Source: an optimization exercise on an open RTL-to-GDS flow (aim: small area and a short achievable clock period). Production flows keep margins and buffers that such runs may drop.
Where RTL was checked, it was by simulation tests only, not by an equivalence proof against the original.
The clock input has no modelled driver; a real chip could not lean on it and would need a root buffer or a full tree.
Power and IR drop assume default switching activity.

==> v30: inputs <==
## mult_unsigned
module mult_unsigned (
	input clk, rst,
	input [15:0] A,
	input [23:0] B,
	output [39:0] result
);
export LEC_CHECK = 0
export CAP_MARGIN = 20
export CORE_MARGIN = 2
export CORE_UTILIZATION = 40
export SETUP_SLACK_MARGIN = 5
export SLEW_MARGIN = 20
export SYNTH_HIERARCHICAL = 1
export SYNTH_MINIMUM_KEEP_SIZE = 0
create_clock -name core_clock -period 8.0 [get_ports {clk}]
standard.sh (not shown) runs the stock make flow with config.mk's settings and CLKGATE_MAP_FILE= SYNTH_SCRIPT=/design/flow/synth_recipe.tcl, a recipe that flattens the netlist after the stock synthesis.
==> flow/flow/run.sh <==
#!/bin/bash
# Layout flow: the standard synthesis unchanged, then the standard ORFS
# steps with plain buffers on the ports and the setup-repair target below.
set -euo pipefail
bash standard.sh synth > synth.log 2>&1
sed -e 's/SETUP_SLACK_MARGIN=[-0-9.]*/SETUP_SLACK_MARGIN=5.5/' standard.sh > layout.sh
export BUFFER_PORTS_ARGS="-buffer_cell sky130_fd_sc_hd__buf_1"
export PRE_CTS_TCL=$(pwd)/flow/manual_cts.tcl MCTS_LEAVES=16 MCTS_ROOTS=4
bash layout.sh finish > layout.log 2>&1
Other scripts of this flow, unchanged in this note and not shown: flow/flow/manual_cts.tcl
==> inputs of v24, as changes to v30 <==
--- a/flow/flow/run.sh
+++ b/flow/flow/run.sh
@@ -4,5 +4,5 @@
 set -euo pipefail
 bash standard.sh synth > synth.log 2>&1
-sed -e 's/SETUP_SLACK_MARGIN=[-0-9.]*/SETUP_SLACK_MARGIN=5.5/' standard.sh > layout.sh
+sed -e 's/SETUP_SLACK_MARGIN=[-0-9.]*/SETUP_SLACK_MARGIN=5.4/' standard.sh > layout.sh
 export BUFFER_PORTS_ARGS="-buffer_cell sky130_fd_sc_hd__buf_1"
 export PRE_CTS_TCL=$(pwd)/flow/manual_cts.tcl MCTS_LEAVES=16 MCTS_ROOTS=4
==> run summary <==
|  | v24 | v30 |
|---|---|---|
| Antenna Diode Count | 1 | 0 |
| Net switching power | 2430 µW | 2420 µW |
| Worst hold-check slack | 0.329 ns | 0.329 ns |
| Hold path endpoint | r4[0]$_DFF_P_ | r4[9]$_DFF_P_ |
| Number of buffers and inverters on the critical path | 1 | 2 |
| Data arrival time at the worst-slack endpoint | 2.76 ns | 2.78 ns |
| Highest cell delay on the worst timing path | 0.34 ns | 0.33 ns |
| Average wire per cell in the routed design | 19.2 µm | 18.8 µm |
| First-pass GRT wire length | 59.2 mm | 58.7 mm |
| Leakage power of the design | 0.00686 µW | 0.00689 µW |
| Sequential power | 2480 µW | 2490 µW |
| Switching part of the total power | 36.7% | 36.4% |
| Worst slew margin | 53.8% | 48.3% |
| Synth-to-layout area growth | 9.04% | 9.41% |
| Routed via count | 10,200 | 10,200 |
| Logic pwr share | 48.6% | 48.5% |
| Outcome | timing/DRC/antenna clean | timing/DRC/antenna clean |
| Critical hold path startpoint | r3lo[0]$_DFF_P_ | r3lo[9]$_DFF_P_ |
In every run of this note, the design's own scripts or RTL, not TritonCTS, make the clock network.


==> 11-24 <==
mult_unsigned, a different RTL version from the one above (not shown whole).
clock: 8.0 ns
lec_check: 0
cap_margin: 20
core_margin: 2
core_utilization: 40
setup_slack_margin: 5
slew_margin: 20
synth_hierarchical: 1
synth_minimum_keep_size: 0
==> flow/flow/run.sh <==
#!/bin/bash
# Layout flow: the standard synthesis unchanged, then the standard ORFS
# steps with plain buffers on the ports and the setup-repair target below.
set -euo pipefail
bash standard.sh synth > synth.log 2>&1
sed -e 's/SETUP_SLACK_MARGIN=[-0-9.]*/SETUP_SLACK_MARGIN=5.0/' standard.sh > layout.sh
export BUFFER_PORTS_ARGS="-buffer_cell sky130_fd_sc_hd__buf_1"
export PRE_CTS_TCL=$(pwd)/flow/manual_cts.tcl MCTS_LEAVES=12 MCTS_ROOTS=4
bash layout.sh finish > layout.log 2>&1
==> flow/flow/manual_cts.tcl <==
# Two-level clock tree built by hand, in place of the flow's clock tree
# synthesis: the clock port drives a few root buffers; each root buffer drives
# the leaf buffers of its region, and each leaf buffer drives one cluster of
# flip-flops (k-means on their positions). Every register gets the same two
# buffer stages; no register's clock is delayed on purpose.
proc mcts_kmeans {pts k} {
  # pts: list of {x y}; returns {assign cx cy counts}
  set n [llength $pts]
  set sorted [lsort -real -index 0 $pts]
  set cx {}; set cy {}
  for {set i 0} {$i < $k} {incr i} {
    set s [lindex $sorted [expr {int(($i + 0.5) * $n / $k)}]]
    lappend cx [lindex $s 0]; lappend cy [lindex $s 1]
  }
  for {set iter 0} {$iter < 40} {incr iter} {
    set sx [lrepeat $k 0.0]; set sy [lrepeat $k 0.0]; set sc [lrepeat $k 0]
    set assign {}
    foreach s $pts {
      set best 0; set bd 1e30
      for {set i 0} {$i < $k} {incr i} {
        set d [expr {abs([lindex $s 0] - [lindex $cx $i]) + abs([lindex $s 1] - [lindex $cy $i])}]
        if {$d < $bd} { set bd $d; set best $i }
      }
      lappend assign $best
      lset sx $best [expr {[lindex $sx $best] + [lindex $s 0]}]
      lset sy $best [expr {[lindex $sy $best] + [lindex $s 1]}]
      lset sc $best [expr {[lindex $sc $best] + 1}]
    }
    for {set i 0} {$i < $k} {incr i} {
      if {[lindex $sc $i] > 0} {
        lset cx $i [expr {[lindex $sx $i] / [lindex $sc $i]}]
        lset cy $i [expr {[lindex $sy $i] / [lindex $sc $i]}]
      }
    }
  }
  return [list $assign $cx $cy $sc]
}

proc mcts_build {nleaf nroot} {
  set block [ord::get_db_block]
  set db [ord::get_db]
  set clknet [[$block findBTerm clk] getNet]
  set master [$db findMaster sky130_fd_sc_hd__clkbuf_16]
  set sinks {}; set pts {}
  foreach it [$clknet getITerms] {
    set inst [$it getInst]
    set loc [$inst getLocation]
    set m [$inst getMaster]
    lappend sinks $it
    lappend pts [list [expr {[lindex $loc 0] + [$m getWidth] / 2}] [expr {[lindex $loc 1] + [$m getHeight] / 2}]]
  }
  lassign [mcts_kmeans $pts $nleaf] assign cx cy sc
  set lpts {}; set lidx {}
  for {set i 0} {$i < $nleaf} {incr i} {
    if {[lindex $sc $i] > 0} { lappend lpts [list [lindex $cx $i] [lindex $cy $i]]; lappend lidx $i }
  }
  lassign [mcts_kmeans $lpts $nroot] rassign rcx rcy rsc
  # balance: every root buffer drives the same number of leaf buffers (+-1)
  set nl [llength $lpts]
  set cap [expr {int(ceil(double($nl) / $nroot))}]
  for {set iter 0} {$iter < 10} {incr iter} {
    set pairs {}
    for {set l 0} {$l < $nl} {incr l} {
      for {set r 0} {$r < $nroot} {incr r} {
        set p [lindex $lpts $l]
        lappend pairs [list [expr {abs([lindex $p 0] - [lindex $rcx $r]) + abs([lindex $p 1] - [lindex $rcy $r])}] $l $r]
      }
    }
    set rassign [lrepeat $nl -1]
    set rsc [lrepeat $nroot 0]
    foreach pr [lsort -real -index 0 $pairs] {
      lassign $pr d l r
      if {[lindex $rassign $l] >= 0 || [lindex $rsc $r] >= $cap} { continue }
      lset rassign $l $r
      lset rsc $r [expr {[lindex $rsc $r] + 1}]
    }
    for {set r 0} {$r < $nroot} {incr r} {
      set sx 0.0; set sy 0.0; set c 0
      for {set l 0} {$l < $nl} {incr l} {
        if {[lindex $rassign $l] == $r} {
          set sx [expr {$sx + [lindex $lpts $l 0]}]; set sy [expr {$sy + [lindex $lpts $l 1]}]; incr c
        }
      }
      if {$c > 0} { lset rcx $r [expr {$sx / $c}]; lset rcy $r [expr {$sy / $c}] }
    }
  }
  set rootnets {}
  for {set r 0} {$r < $nroot} {incr r} {
    if {[lindex $rsc $r] == 0} { lappend rootnets {}; continue }
    set root [odb::dbInst_create $block $master mcts_root_$r]
    $root setLocation [expr {int([lindex $rcx $r])}] [expr {int([lindex $rcy $r])}]
    $root setPlacementStatus PLACED
    [$root findITerm A] connect $clknet
    set rnet [odb::dbNet_create $block mcts_root_net_$r]
    $rnet setSigType CLOCK
    [$root findITerm X] connect $rnet
    lappend rootnets $rnet
  }
  set leafnets [lrepeat $nleaf {}]
  set j 0
  foreach i $lidx {
    set leaf [odb::dbInst_create $block $master mcts_leaf_$i]
    $leaf setLocation [expr {int([lindex $cx $i])}] [expr {int([lindex $cy $i])}]
    $leaf setPlacementStatus PLACED
    [$leaf findITerm A] connect [lindex $rootnets [lindex $rassign $j]]
    set lnet [odb::dbNet_create $block mcts_leaf_net_$i]
    $lnet setSigType CLOCK
    [$leaf findITerm X] connect $lnet
    lset leafnets $i $lnet
    incr j
  }
  set j 0
  foreach it $sinks {
    $it disconnect
    $it connect [lindex $leafnets [lindex $assign $j]]
    incr j
  }
  puts "manual clock tree: [llength $sinks] sinks, [llength $lidx] leaf buffers $sc, $nroot root buffers $rsc"
}

set mcts_leaves 10
set mcts_roots 3
if {[info exists ::env(MCTS_LEAVES)]} { set mcts_leaves $::env(MCTS_LEAVES) }
if {[info exists ::env(MCTS_ROOTS)]} { set mcts_roots $::env(MCTS_ROOTS) }
mcts_build $mcts_leaves $mcts_roots
set_propagated_clock [all_clocks]
# the tree is built: the flow's clock_tree_synthesis call becomes a no-op
rename clock_tree_synthesis mcts_orig_clock_tree_synthesis
proc clock_tree_synthesis {args} { puts "clock_tree_synthesis skipped: manual clock tree" }
==> 05-23: changes against 11-24 <==
==> flow/run.sh (new file) <==
#!/bin/bash
# synth_recipe.tcl (not shown) runs the flow's synth.tcl, then flattens the netlist and writes it again
# the make line also repeats each setting of config.mk as NAME=value (left out here)
make -C /OpenROAD-flow-scripts/flow DESIGN_CONFIG=/design/flow/config.mk WORK_HOME=/design/flow/orfs CLKGATE_MAP_FILE= SYNTH_SCRIPT=/design/flow/synth_recipe.tcl finish
removed: flow/flow/run.sh
removed: flow/flow/manual_cts.tcl
removed: flow/standard.sh
==> results.toml <==
[placement]
dpl.cell_count = 1738
place.gp.congestion = 0.858

[cells_and_area]
syn_to_final_growth_pct = 11.6
nets = 1590

[hold_path]
hold_start = "r3[35]$_DFF_P_"

[detailed_routing]
drt_iter0_markers = 907
met1Wirelength_um = 15800
wl_per_cell_um = 20.8

[pwr]
internal_power_w = 0.00353

[clock_tree]
clk_latency_ns = 0.32

[run_status]
status = "timing/DRC/antenna clean"

[sta]
relSlewSlack_pct = 56.4
[end of results for 11-24]
==> results.toml <==
[cells_and_area]
clock_buffers = 41
syn_to_final_growth_pct = 18.3
nets = 1592
seq_cell_count = 251
clkCellAreaFrac_pct = 5.05

[pwr]
internal_power_w = 0.00396
switchingPower_w = 0.00230
largestPowerGroup = "combinational logic"
clock_power_w = 0.00123

[clock_tree]
clk_latency_ns = 0.55

[detailed_routing]
vias = 9892
drt_iter0_markers = 947
wl_per_cell_um = 21.2
wl_um = 38400

[critical_path]
r2r-start = "r_two[1]$_DFF_P_"
worst-path-buf-inv = 0

[sta]
relSlewSlack_pct = 55.7
setup_tns_ns = 0

[placement]
dpl.cell_count = 1740

[run_status]
status = "timing/DRC/antenna clean"
[end of results for 05-23]
The clock cells of 11-24 come from the design's own scripts or RTL, not from TritonCTS.


==> exp/sierra <==
Another version of the RTL of mult_unsigned (not shown whole).
==> flow/config.mk <==
export PLATFORM = sky130hd
export DESIGN_NAME = mult_unsigned
export DESIGN_NICKNAME = mult_unsigned
export VERILOG_FILES = /design/flow/design.v
export SDC_FILE = /design/flow/constraint.sdc
export NUM_CORES = 4
export LEC_CHECK = 0
export CAP_MARGIN = 20
export CORE_MARGIN = 2
export CORE_UTILIZATION = 40
export SETUP_SLACK_MARGIN = 5
export SLEW_MARGIN = 20
export SYNTH_HIERARCHICAL = 1
export SYNTH_MINIMUM_KEEP_SIZE = 0
==> flow/constraint.sdc <==
create_clock -name core_clock -period 8.0 [get_ports {clk}]
set_input_delay 1.6000 -clock core_clock [delete_from_list [all_inputs] [get_ports {clk}]]
set_output_delay 1.6000 -clock core_clock [all_outputs]
set_load 0.01 [all_outputs]
==> flow/flow/run.sh <==
#!/bin/bash
# Layout flow: the standard synthesis unchanged, then the standard ORFS
# steps with plain buffers on the ports and the setup-repair target below.
set -euo pipefail
bash standard.sh synth > synth.log 2>&1
sed -e 's/SETUP_SLACK_MARGIN=[-0-9.]*/SETUP_SLACK_MARGIN=5.5/' standard.sh > layout.sh
export BUFFER_PORTS_ARGS="-buffer_cell sky130_fd_sc_hd__buf_1"
export PRE_CTS_TCL=$(pwd)/flow/manual_cts.tcl MCTS_LEAVES=16 MCTS_ROOTS=4
bash layout.sh finish > layout.log 2>&1
Other scripts of this flow, unchanged in this note and not shown: flow/flow/manual_cts.tcl
==> inputs of exp/zinc, as changes to exp/sierra <==
- CORE_UTILIZATION: 40 -> 30
==> inputs of exp/indigo, as changes to exp/sierra <==
- CORE_UTILIZATION: 40 -> 55
- PLACE_DENSITY: not set -> 0.65
==> impl_results.md <==
- Outcome: timing/DRC/antenna clean
- Total GRT Usage: 0.225
- Pwr Total: 6.68 mW
- CP max stage cell: a311o_1
- FF-to-FF setup slack: 5.40 ns
- Share of cells above drive strength 1: 0.121
- Final Wtd Congestion: 0.859
- Starting Density: 0.555
- Area of the multi-input gates: 9490 sq um
(the above is from exp/indigo)
==> impl_results.md <==
- Crit path capture type: flip-flop
- Final Wtd Congestion: 0.821
- Hold buffers post-CTS: 0
- Sequential cell count: 309
- Area of the multi-input gates: 9510 sq um
- Share of cells above drive strength 1: 0.131
- Starting Density: 0.303
- Final nets: 1678
- Total GRT Usage: 0.132
- CP max stage cell: ha_1
- Outcome: timing/DRC/antenna clean
- FF-to-FF setup slack: 5.46 ns
- Critical path launch point: r2[24]
(the above is from exp/zinc)
==> impl_results.md <==
- Reg-to-Reg End: r3lo[19]
- Share of cells above drive strength 1: 0.126
- Area of the multi-input gates: 9520 sq um
- Most common cell in the netlist: dfxtp_1
- Outcome: timing/DRC/antenna clean
- FF-to-FF setup slack: 5.47 ns
- Total GRT Usage: 0.178
- Setup TNS Final: 0 ns
- # rows: 73
- Final Wtd Congestion: 0.840
- Final nets: 1667
- Pwr Total: 6.82 mW
- CP max stage cell: ha_1
(the above is from exp/sierra)
No run of this note included a check of the RTL's function; only the layout flow was run. In every run of this note, the design's own scripts or RTL, not TritonCTS, make the clock network.


==> wip/yarrow: inputs <==
mult_unsigned, a different RTL version from the one above (not shown whole).
clock: 8.0 ns
lec_check: 0
cap_margin: 20
core_margin: 2
core_utilization: 40
setup_slack_margin: 5
slew_margin: 20
synth_hierarchical: 1
synth_minimum_keep_size: 0
run.sh (not shown) runs the stock make flow with config.mk's settings and CLKGATE_MAP_FILE= SYNTH_SCRIPT=/design/flow/synth_recipe.tcl, a recipe that flattens the netlist after the stock synthesis.
Stock flow here: none of the scripts above is used.
==> wip/sierra (differences from wip/yarrow) <==
==> flow/flow/run.sh (new file) <==
#!/bin/bash
# Layout flow: the standard synthesis unchanged, then the standard ORFS
# steps with plain buffers on the ports and the setup-repair target below.
set -euo pipefail
bash standard.sh synth > synth.log 2>&1
sed -e 's/SETUP_SLACK_MARGIN=[-0-9.]*/SETUP_SLACK_MARGIN=5/' standard.sh > layout.sh
export BUFFER_PORTS_ARGS="-buffer_cell sky130_fd_sc_hd__buf_1"

bash layout.sh finish > layout.log 2>&1
==> flow/standard.sh (new file) <==
#!/bin/bash
# synth_recipe.tcl (not shown) runs the flow's synth.tcl, then flattens the netlist and writes it again
# the make line also repeats each setting of config.mk as NAME=value (left out here)
make -C /OpenROAD-flow-scripts/flow DESIGN_CONFIG=/design/flow/config.mk WORK_HOME=/design/flow/orfs CLKGATE_MAP_FILE= SYNTH_SCRIPT=/design/flow/synth_recipe.tcl "${@:-finish}"
removed: flow/run.sh
==> comparison <==
- Of wip/yarrow and wip/sierra, wip/yarrow has the higher core utilization (gap 1.2 points).
- In register-to-register slack, wip/yarrow and wip/sierra hardly differ.
- In wip/yarrow the first-iteration DRC count is smaller than in wip/sierra, by 6.4%.
- Total power: wip/yarrow is higher than wip/sierra (0.74%).
- Between wip/sierra and wip/yarrow, the lower final area is in wip/sierra (gap about 2.7%, measured against wip/yarrow).
- In wip/yarrow the clock skew is lower than in wip/sierra, by 0.0017 ns.
- In wip/sierra the non-clock buffer count is lower than in wip/yarrow, by 4.
- Of wip/yarrow and wip/sierra, wip/yarrow has the higher clock-buffer cell count (gap 4).
No run of this note included a check of the RTL's function; only the layout flow was run.


==> inputs of trial 74 <==
mult_unsigned, a different RTL version from the one above (not shown whole).
clock: 8.0 ns
lec_check: 0
cap_margin: 20
core_margin: 2
core_utilization: 40
setup_slack_margin: 5
slew_margin: 20
synth_hierarchical: 1
synth_minimum_keep_size: 0
standard.sh (not shown) runs the stock make flow with config.mk's settings and CLKGATE_MAP_FILE= SYNTH_SCRIPT=/design/flow/synth_recipe.tcl, a recipe that flattens the netlist after the stock synthesis.
==> flow/flow/run.sh <==
#!/bin/bash
# Layout flow: the standard synthesis unchanged, then the standard ORFS
# steps with plain buffers on the ports and the setup-repair target below.
set -euo pipefail
bash standard.sh synth > synth.log 2>&1
sed -e 's/SETUP_SLACK_MARGIN=[-0-9.]*/SETUP_SLACK_MARGIN=5.63/' standard.sh > layout.sh
export BUFFER_PORTS_ARGS="-buffer_cell sky130_fd_sc_hd__buf_1"
export PRE_CTS_TCL=$(pwd)/flow/manual_cts.tcl MCTS_LEAVES=14 MCTS_ROOTS=4 MCTS_CLASSES='r2:sky130_fd_sc_hd__dlygate4sd3_1+sky130_fd_sc_hd__dlygate4sd1_1+sky130_fd_sc_hd__dlygate4sd1_1 r3:sky130_fd_sc_hd__dlygate4sd3_1+sky130_fd_sc_hd__dlygate4sd3_1+sky130_fd_sc_hd__dlygate4sd1_1 r4:sky130_fd_sc_hd__dlygate4sd3_1+sky130_fd_sc_hd__dlygate4sd3_1+sky130_fd_sc_hd__dlygate4sd1_1' REMOVE_ABC_BUFFERS=1
bash layout.sh finish > layout.log 2>&1
==> flow/flow/manual_cts.tcl <==
# Two-level clock tree built by hand, in place of the flow's clock tree
# synthesis: the clock port drives a few root buffers; each root buffer drives
# the leaf buffers of its region, and each leaf buffer drives one cluster of
# flip-flops (k-means on their positions). Every register gets the same two
# buffer stages; no register's clock is delayed on purpose.
proc mcts_kmeans {pts k} {
  # pts: list of {x y}; returns {assign cx cy counts}
  set n [llength $pts]
  set sorted [lsort -real -index 0 $pts]
  set cx {}; set cy {}
  for {set i 0} {$i < $k} {incr i} {
    set s [lindex $sorted [expr {int(($i + 0.5) * $n / $k)}]]
    lappend cx [lindex $s 0]; lappend cy [lindex $s 1]
  }
  for {set iter 0} {$iter < 40} {incr iter} {
    set sx [lrepeat $k 0.0]; set sy [lrepeat $k 0.0]; set sc [lrepeat $k 0]
    set assign {}
    foreach s $pts {
      set best 0; set bd 1e30
      for {set i 0} {$i < $k} {incr i} {
        set d [expr {abs([lindex $s 0] - [lindex $cx $i]) + abs([lindex $s 1] - [lindex $cy $i])}]
        if {$d < $bd} { set bd $d; set best $i }
      }
      lappend assign $best
      lset sx $best [expr {[lindex $sx $best] + [lindex $s 0]}]
      lset sy $best [expr {[lindex $sy $best] + [lindex $s 1]}]
      lset sc $best [expr {[lindex $sc $best] + 1}]
    }
    for {set i 0} {$i < $k} {incr i} {
      if {[lindex $sc $i] > 0} {
        lset cx $i [expr {[lindex $sx $i] / [lindex $sc $i]}]
        lset cy $i [expr {[lindex $sy $i] / [lindex $sc $i]}]
      }
    }
  }
  return [list $assign $cx $cy $sc]
}

# capacity-limited assignment of points to centres (nearest first), with the
# centres moved to their points' mean, repeated
proc mcts_balance {pts cx cy cap} {
  set n [llength $pts]
  set k [llength $cx]
  for {set iter 0} {$iter < 10} {incr iter} {
    set pairs {}
    for {set l 0} {$l < $n} {incr l} {
      set p [lindex $pts $l]
      for {set r 0} {$r < $k} {incr r} {
        lappend pairs [list [expr {abs([lindex $p 0] - [lindex $cx $r]) + abs([lindex $p 1] - [lindex $cy $r])}] $l $r]
      }
    }
    set assign [lrepeat $n -1]
    set sc [lrepeat $k 0]
    foreach pr [lsort -real -index 0 $pairs] {
      lassign $pr d l r
      if {[lindex $assign $l] >= 0 || [lindex $sc $r] >= $cap} { continue }
      lset assign $l $r
      lset sc $r [expr {[lindex $sc $r] + 1}]
    }
    set sx [lrepeat $k 0.0]; set sy [lrepeat $k 0.0]
    for {set l 0} {$l < $n} {incr l} {
      set r [lindex $assign $l]
      lset sx $r [expr {[lindex $sx $r] + [lindex $pts $l 0]}]
      lset sy $r [expr {[lindex $sy $r] + [lindex $pts $l 1]}]
    }
    for {set r 0} {$r < $k} {incr r} {
      if {[lindex $sc $r] > 0} { lset cx $r [expr {[lindex $sx $r] / [lindex $sc $r]}]; lset cy $r [expr {[lindex $sy $r] / [lindex $sc $r]}] }
    }
  }
  return [list $assign $cx $cy $sc]
}

proc mcts_build {nleaf nroot} {
  set block [ord::get_db_block]
  set db [ord::get_db]
  set clknet [[$block findBTerm clk] getNet]
  set master [$db findMaster sky130_fd_sc_hd__clkbuf_16]
  set lmaster $master
  if {[info exists ::env(MCTS_LEAF_CELL)]} { set lmaster [$db findMaster $::env(MCTS_LEAF_CELL)] }
  # register classes: "prefix:cell+cell ..." puts the named delay cells in
  # front of the leaf buffers of the registers whose names start with prefix
  set classes {{"" {}}}
  if {[info exists ::env(MCTS_CLASSES)]} {
    foreach c $::env(MCTS_CLASSES) {
      lassign [split $c :] pre chain
      lappend classes [list $pre [split $chain +]]
    }
  }
  set sinks {}
  foreach it [$clknet getITerms] {
    set inst [$it getInst]
    set name [$inst getName]
    set cls 0
    for {set c 1} {$c < [llength $classes]} {incr c} {
      if {[string match "[lindex $classes $c 0]*" $name]} { set cls $c; break }
    }
    set loc [$inst getLocation]
    set m [$inst getMaster]
    lappend sinks [list $it $cls [expr {[lindex $loc 0] + [$m getWidth] / 2}] [expr {[lindex $loc 1] + [$m getHeight] / 2}]]
  }
  set n [llength $sinks]
  set cap [expr {int(ceil(double($n) / $nleaf))}]
  # leaf clusters, class by class
  set leaves {}
  set sink_leaf {}
  for {set c 0} {$c < [llength $classes]} {incr c} {
    set pts {}; set its {}
    foreach s $sinks {
      if {[lindex $s 1] == $c} { lappend pts [lrange $s 2 3]; lappend its [lindex $s 0] }
    }
    if {[llength $pts] == 0} { continue }
    set k [expr {max(1, int(ceil(double([llength $pts]) / $cap)))}]
    lassign [mcts_kmeans $pts $k] assign cx cy sc
    lassign [mcts_balance $pts $cx $cy [expr {int(ceil(double([llength $pts]) / $k))}]] assign cx cy sc
    set base [llength $leaves]
    for {set i 0} {$i < $k} {incr i} { lappend leaves [list [lindex $cx $i] [lindex $cy $i] $c [lindex $sc $i]] }
    set j 0
    foreach it $its { lappend sink_leaf [list $it [expr {$base + [lindex $assign $j]}]]; incr j }
  }
  set nl [llength $leaves]
  set lpts {}
  foreach l $leaves { lappend lpts [lrange $l 0 1] }
  lassign [mcts_kmeans $lpts $nroot] rassign rcx rcy rsc
  lassign [mcts_balance $lpts $rcx $rcy [expr {int(ceil(double($nl) / $nroot))}]] rassign rcx rcy rsc
  set rootnets {}
  for {set r 0} {$r < $nroot} {incr r} {
    if {[lindex $rsc $r] == 0} { lappend rootnets {}; continue }
    set root [odb::dbInst_create $block $master mcts_root_$r]
    $root setLocation [expr {int([lindex $rcx $r])}] [expr {int([lindex $rcy $r])}]
    $root setPlacementStatus PLACED
    [$root findITerm A] connect $clknet
    set rnet [odb::dbNet_create $block mcts_root_net_$r]
    $rnet setSigType CLOCK
    [$root findITerm X] connect $rnet
    lappend rootnets $rnet
  }
  set leafnets {}
  for {set i 0} {$i < $nl} {incr i} {
    lassign [lindex $leaves $i] x y c cnt
    set x [expr {int($x)}]; set y [expr {int($y)}]
    set drv [lindex $rootnets [lindex $rassign $i]]
    set d 0
    foreach cell [lindex $classes $c 1] {
      set dl [odb::dbInst_create $block [$db findMaster $cell] mcts_dly_${i}_$d]
      $dl setLocation $x $y
      $dl setPlacementStatus PLACED
      [$dl findITerm A] connect $drv
      set dnet [odb::dbNet_create $block mcts_dly_net_${i}_$d]
      $dnet setSigType CLOCK
      [$dl findITerm X] connect $dnet
      set drv $dnet
      incr d
    }
    set leaf [odb::dbInst_create $block $lmaster mcts_leaf_$i]
    $leaf setLocation $x $y
    $leaf setPlacementStatus PLACED
    [$leaf findITerm A] connect $drv
    set lnet [odb::dbNet_create $block mcts_leaf_net_$i]
    $lnet setSigType CLOCK
    [$leaf findITerm X] connect $lnet
    lappend leafnets $lnet
  }
  foreach sl $sink_leaf {
    set it [lindex $sl 0]
    $it disconnect
    $it connect [lindex $leafnets [lindex $sl 1]]
  }
  puts "manual clock tree: $n sinks, $nl leaf buffers, $nroot root buffers $rsc, classes $classes"
}

set mcts_leaves 10
set mcts_roots 3
if {[info exists ::env(MCTS_LEAVES)]} { set mcts_leaves $::env(MCTS_LEAVES) }
if {[info exists ::env(MCTS_ROOTS)]} { set mcts_roots $::env(MCTS_ROOTS) }
mcts_build $mcts_leaves $mcts_roots
set_propagated_clock [all_clocks]
# the tree is built: the flow's clock_tree_synthesis call becomes a no-op
rename clock_tree_synthesis mcts_orig_clock_tree_synthesis
proc clock_tree_synthesis {args} { puts "clock_tree_synthesis skipped: manual clock tree" }
==> trial 87: changes against trial 74 <==
==> flow/flow/run.sh (replaced) <==
#!/bin/bash
# Layout flow: the standard synthesis unchanged, then the standard ORFS
# steps with plain buffers on the ports and the setup-repair target below.
set -euo pipefail
bash standard.sh synth > synth.log 2>&1
sed -e 's/SETUP_SLACK_MARGIN=[-0-9.]*/SETUP_SLACK_MARGIN=5.5/' standard.sh > layout.sh
export BUFFER_PORTS_ARGS="-buffer_cell sky130_fd_sc_hd__buf_1"
export PRE_CTS_TCL=$(pwd)/flow/manual_cts.tcl MCTS_LEAVES=14 MCTS_ROOTS=4 MCTS_CLASSES='r2:sky130_fd_sc_hd__dlygate4sd3_1+sky130_fd_sc_hd__dlygate4sd1_1 r3:sky130_fd_sc_hd__dlygate4sd3_1+sky130_fd_sc_hd__dlygate4sd3_1 r4:sky130_fd_sc_hd__dlygate4sd3_1+sky130_fd_sc_hd__dlygate4sd3_1' REMOVE_ABC_BUFFERS=1
bash layout.sh finish > layout.log 2>&1
==> summary of the runs <==
- Global-route usage: trial 74 is higher than trial 87 (0.29 points).
- Of trial 87 and trial 74, trial 74 has the higher cell count (gap about 1.4%, measured against trial 74).
- Between trial 87 and trial 74, the lower first-iteration DRC count is in trial 74 (gap 2.8%, measured against trial 74).
- In area after synthesis, trial 87 and trial 74 do not differ.
- Against trial 87, the maximum frequency of trial 74 is larger by about 1.6%.
- Against trial 87, the clock power of trial 74 is higher by about 7%.
- Of trial 74 and trial 87, trial 74 has the higher wire length (gap 2.4%, measured against trial 87).
- Of trial 74 and trial 87, trial 87 has the higher sequential share of layout area (gap 0.73 points).
- Sequential power is about the same in trial 74 and trial 87.
- Against trial 87, the worst setup slack of trial 74 is higher by 0.038 ns.
==> figures <==
metric                                                          trial 74      trial 87
Result of the run                               timing/DRC/antenna clean  timing/DRC/antenna clean
Post-Route M1 WL                                                 15.9 mm       15.6 mm
Switching power as a share of total power                          0.369         0.369
P per Cell Area                                               370 nW/um2    367 nW/um2
Overall power                                                    6.10 mW       5.92 mW
Rel. slew slack                                                    0.444         0.445
Per-cell via count in the routed design                             5.36          5.32
Proportion of cell area occupied by registers                      0.321         0.328
Post-layout util                                                   0.453         0.444
Launching element of the worst setup path                         r5[15]      r_two[0]
Achievable frequency                                             413 MHz       407 MHz
VDD IR-drop max                                               0.000154 V    0.000154 V
Top fanout value on the critical path                                  1            24
Net Sw Power                                                     2.25 mW       2.19 mW
Slowest cell on crit path                                        dfrtp_1       dfxtp_2
LEAKAGE                                                          6.46 nW       6.21 nW
Hold wc startpoint                                                rb[23]      r_one[1]
Type of the setup path with the least slack          flop to output port  flop to flop
Share of cells above drive strength 1                              0.110        0.0760
GR Util met1                                                       0.266         0.262
Share of cell area taken by multi-input logic gates                0.547         0.554
No run of this note takes its clock network from TritonCTS; it comes from the design's own scripts or RTL.

## port drivers added, routing unchanged
No port has a modelled driver above. Below, the same layouts with a new extraction and two added sets of constraints. Step 1, drivers: a clkbuf_16 drives clk and a buf_2 each remaining input, both assumed. Step 2, shift: input delay + t, output delay - t, t = (earliest + latest rising clock arrival at the registers) / 2. This alone moves slack from input paths to output paths. Slacks: ideal / step 1 / step 2; pairs: ideal / step 1.
run	shift t [ns]	setup WS [ns]	latest minus earliest clock arrival (ns)	worst register clock-pin slew, ns
v30	0.428	5.457 / 5.456 / 5.457	0.035 / 0.036	0.10 / 0.10
v24	0.444	5.469 / 5.434 / 5.470	0.044 / 0.045	0.10 / 0.10
11-24	0.421	4.987 / 4.986 / 4.986	0.037 / 0.037	0.11 / 0.11
05-23	0.595	4.994 / 4.994 / 4.994	0.019 / 0.018	0.07 / 0.07
exp/sierra	0.435	5.475 / 5.461 / 5.475	0.020 / 0.020	0.09 / 0.09
exp/zinc	0.430	5.462 / 5.435 / 5.462	0.021 / 0.021	0.08 / 0.08
exp/indigo	0.406	5.404 / 5.404 / 5.404	0.025 / 0.025	0.09 / 0.09
wip/yarrow	0.615	5.002 / 5.002 / 5.002	0.034 / 0.034	0.07 / 0.07
wip/sierra	0.619	5.013 / 5.013 / 5.013	0.036 / 0.035	0.07 / 0.07
trial 74	1.109	5.581 / 5.463 / 4.994	1.454 / 1.455	0.10 / 0.10
trial 87	0.975	5.544 / 5.469 / 5.124	1.192 / 1.192	0.10 / 0.10
Clock arrivals are far apart in trial 74 and trial 87, so t is only a midpoint there and step 2 fits no single register. For trial 74, which loses most, drivers alone change the setup slack by -0.118 ns; drivers and shift together by -0.587 ns. Setup slack includes reset recovery checks.
